This design comes from an exercise in tuning for small area and a short achievable clock period on the open sky130 flow, not from production work. Only simulation tests tie the RTL to the original design; equivalence was not proved. No activity file was given, so power comes from the tool's default toggle rates.

## garnet
## adder100_reg
module adder100_reg (
    input  wire        clk,
    input  wire [99:0] a,
    input  wire [99:0] b,
    input  wire        cin,
    output reg  [99:0] cout,
    output reg  [99:0] sum
);
==> flow/config.mk <==
export PLATFORM = sky130hd
export DESIGN_NAME = adder100_reg
export DESIGN_NICKNAME = adder100_reg
export VERILOG_FILES = /design/flow/design.v
export SDC_FILE = /design/flow/constraint.sdc
export NUM_CORES = 4
export LEC_CHECK = 0
export CAP_MARGIN = 20
export CORE_MARGIN = 2
export CORE_UTILIZATION = 55
export CTS_CLUSTER_DIAMETER = 90
export CTS_CLUSTER_SIZE = 32
export SLEW_MARGIN = 20
export SYNTH_HIERARCHICAL = 1
==> flow/constraint.sdc <==
create_clock -name core_clock -period 40.0 [get_ports {clk}]
set_input_delay 8.0000 -clock core_clock [delete_from_list [all_inputs] [get_ports {clk}]]
set_output_delay 8.0000 -clock core_clock [all_outputs]
set_load 0.01 [all_outputs]
standard.sh (not shown) runs the stock make flow with config.mk's settings and CLKGATE_MAP_FILE= SYNTH_SCRIPT=/design/flow/synth_recipe.tcl, a recipe that flattens the netlist after the stock synthesis.
==> flow/flow/run.sh <==
#!/bin/bash
# The standard layout (standard.sh) with these changes:
#  - Yosys's synth runs with -noabc, so the generic gates reach extract_fa as the RTL wrote
#    them and every full adder is found in its plain polarity (no inverters around it);
#  - half-adder cells are kept out of synthesis (the platform's don't-use list plus ha_*),
#    so extract_fa maps only full adders and abc maps the rest;
#  - synthesis runs flow/synth_area_gp.tcl, which is synth_recipe.tcl with the block
#    generate/propagate modules mapped by abc for area (they are off the critical path);
#  - port buffers are buf_1 cells (the smallest buffer) instead of the default pick.
# Each tool's output is in orfs/logs/; make's own output goes to run_standard.log.
set -euo pipefail
DONT_USE="sky130_fd_sc_hd__probe_p_8 sky130_fd_sc_hd__probec_p_8 sky130_fd_sc_hd__lpflow_bleeder_1 sky130_fd_sc_hd__lpflow_clkbufkapwr_1 sky130_fd_sc_hd__lpflow_clkbufkapwr_16 sky130_fd_sc_hd__lpflow_clkbufkapwr_2 sky130_fd_sc_hd__lpflow_clkbufkapwr_4 sky130_fd_sc_hd__lpflow_clkbufkapwr_8 sky130_fd_sc_hd__lpflow_clkinvkapwr_1 sky130_fd_sc_hd__lpflow_clkinvkapwr_16 sky130_fd_sc_hd__lpflow_clkinvkapwr_2 sky130_fd_sc_hd__lpflow_clkinvkapwr_4 sky130_fd_sc_hd__lpflow_clkinvkapwr_8 sky130_fd_sc_hd__lpflow_decapkapwr_12 sky130_fd_sc_hd__lpflow_decapkapwr_3 sky130_fd_sc_hd__lpflow_decapkapwr_4 sky130_fd_sc_hd__lpflow_decapkapwr_6 sky130_fd_sc_hd__lpflow_decapkapwr_8 sky130_fd_sc_hd__lpflow_inputiso0n_1 sky130_fd_sc_hd__lpflow_inputiso0p_1 sky130_fd_sc_hd__lpflow_inputiso1n_1 sky130_fd_sc_hd__lpflow_inputiso1p_1 sky130_fd_sc_hd__lpflow_inputisolatch_1 sky130_fd_sc_hd__lpflow_isobufsrc_1 sky130_fd_sc_hd__lpflow_isobufsrc_16 sky130_fd_sc_hd__lpflow_isobufsrc_2 sky130_fd_sc_hd__lpflow_isobufsrc_4 sky130_fd_sc_hd__lpflow_isobufsrc_8 sky130_fd_sc_hd__lpflow_isobufsrckapwr_16 sky130_fd_sc_hd__lpflow_lsbuf_lh_hl_isowell_tap_1 sky130_fd_sc_hd__lpflow_lsbuf_lh_hl_isowell_tap_2 sky130_fd_sc_hd__lpflow_lsbuf_lh_hl_isowell_tap_4 sky130_fd_sc_hd__lpflow_lsbuf_lh_isowell_4 sky130_fd_sc_hd__lpflow_lsbuf_lh_isowell_tap_1 sky130_fd_sc_hd__lpflow_lsbuf_lh_isowell_tap_2 sky130_fd_sc_hd__lpflow_lsbuf_lh_isowell_tap_4 sky130_fd_sc_hd__ha_1 sky130_fd_sc_hd__ha_2 sky130_fd_sc_hd__ha_4"
export FLOW_SYNTH_TCL="$PWD/synth_recipe.tcl"
bash standard.sh SYNTH_SCRIPT="$PWD/flow/synth_area_gp.tcl" SYNTH_ARGS=-noabc DONT_USE_CELLS="$DONT_USE" BUFFER_PORTS_ARGS="-buffer_cell sky130_fd_sc_hd__buf_1" finish > run_standard.log 2>&1
==> flow/flow/synth_area_gp.tcl <==
# The standard flow's synthesis (synth_recipe.tcl) with one change: the modules that compute each
# block's generate/propagate (block_gp*) are mapped by abc for area, since they are off
# the critical path; the rest of the design goes through the standard abc call.
proc abc { args } {
  set i [lsearch -exact $args -script]
  set area_args [lreplace $args $i [expr { $i + 1 }] -script {+strash;&get,-n;&dch;&nf,-a;&put}]
  yosys abc {*}$area_args block_gp*
  yosys abc {*}$args
}
source $::env(FLOW_SYNTH_TCL)
What willow does differently from garnet at the input level:
==> flow/flow/run.sh <==
#!/bin/bash
# The standard layout (standard.sh) with these changes:
#  - Yosys's synth runs with -noabc, so the generic gates reach extract_fa as the RTL wrote
#    them and every full adder is found in its plain polarity (no inverters around it);
#  - half-adder cells are kept out of synthesis (the platform's don't-use list plus ha_*),
#    so extract_fa maps only full adders and abc maps the rest;
#  - port buffers are buf_1 cells (the smallest buffer) instead of the default pick.
# Each tool's output is in orfs/logs/; make's own output goes to run_standard.log.
set -euo pipefail
DONT_USE="sky130_fd_sc_hd__probe_p_8 sky130_fd_sc_hd__probec_p_8 sky130_fd_sc_hd__lpflow_bleeder_1 sky130_fd_sc_hd__lpflow_clkbufkapwr_1 sky130_fd_sc_hd__lpflow_clkbufkapwr_16 sky130_fd_sc_hd__lpflow_clkbufkapwr_2 sky130_fd_sc_hd__lpflow_clkbufkapwr_4 sky130_fd_sc_hd__lpflow_clkbufkapwr_8 sky130_fd_sc_hd__lpflow_clkinvkapwr_1 sky130_fd_sc_hd__lpflow_clkinvkapwr_16 sky130_fd_sc_hd__lpflow_clkinvkapwr_2 sky130_fd_sc_hd__lpflow_clkinvkapwr_4 sky130_fd_sc_hd__lpflow_clkinvkapwr_8 sky130_fd_sc_hd__lpflow_decapkapwr_12 sky130_fd_sc_hd__lpflow_decapkapwr_3 sky130_fd_sc_hd__lpflow_decapkapwr_4 sky130_fd_sc_hd__lpflow_decapkapwr_6 sky130_fd_sc_hd__lpflow_decapkapwr_8 sky130_fd_sc_hd__lpflow_inputiso0n_1 sky130_fd_sc_hd__lpflow_inputiso0p_1 sky130_fd_sc_hd__lpflow_inputiso1n_1 sky130_fd_sc_hd__lpflow_inputiso1p_1 sky130_fd_sc_hd__lpflow_inputisolatch_1 sky130_fd_sc_hd__lpflow_isobufsrc_1 sky130_fd_sc_hd__lpflow_isobufsrc_16 sky130_fd_sc_hd__lpflow_isobufsrc_2 sky130_fd_sc_hd__lpflow_isobufsrc_4 sky130_fd_sc_hd__lpflow_isobufsrc_8 sky130_fd_sc_hd__lpflow_isobufsrckapwr_16 sky130_fd_sc_hd__lpflow_lsbuf_lh_hl_isowell_tap_1 sky130_fd_sc_hd__lpflow_lsbuf_lh_hl_isowell_tap_2 sky130_fd_sc_hd__lpflow_lsbuf_lh_hl_isowell_tap_4 sky130_fd_sc_hd__lpflow_lsbuf_lh_isowell_4 sky130_fd_sc_hd__lpflow_lsbuf_lh_isowell_tap_1 sky130_fd_sc_hd__lpflow_lsbuf_lh_isowell_tap_2 sky130_fd_sc_hd__lpflow_lsbuf_lh_isowell_tap_4 sky130_fd_sc_hd__ha_1 sky130_fd_sc_hd__ha_2 sky130_fd_sc_hd__ha_4"
bash standard.sh SYNTH_ARGS=-noabc DONT_USE_CELLS="$DONT_USE" BUFFER_PORTS_ARGS="-buffer_cell sky130_fd_sc_hd__buf_1" finish > run_standard.log 2>&1
removed: flow/flow/synth_area_gp.tcl
==> summary.txt <==
Wire: willow routes less than garnet. Between willow and garnet, it is willow whose number of standard cells after synthesis is higher, by 5.4%. willow and garnet ended up with roughly the same setup slack. willow vs. garnet: internal cell power did not really move; proportion of power drawn by the clock network down 0.3 points; top-level I/O count now sits at about the same level.

-- port drivers added, routing unchanged --
The results above use ideal ports. As a check the final layouts listed here were re-extracted and re-timed, cells and wires unchanged. Step 1: set_driving_cell puts a clkbuf_16 on clk and a buf_2 on each other input, an assumption about the parent block. Step 2 adds t to the input delays and takes it off the output delays; t is the mean of the earliest and latest rising clock arrival at the registers after step 1. Input paths then give back, and output paths get back, about the clock's delay inside the block. Slacks: no drivers / after step 1 / after step 2; pairs: no drivers / after step 1.
| run | t, ns | setup WS [ns] | worst setup path at the end |
|---|---|---|---|
| garnet | 0.544 | 30.926 / 30.882 / 31.171 | register to register |
| willow | 0.543 | 30.928 / 30.883 / 31.130 | register to register |
After both steps every run listed still meets setup and hold.
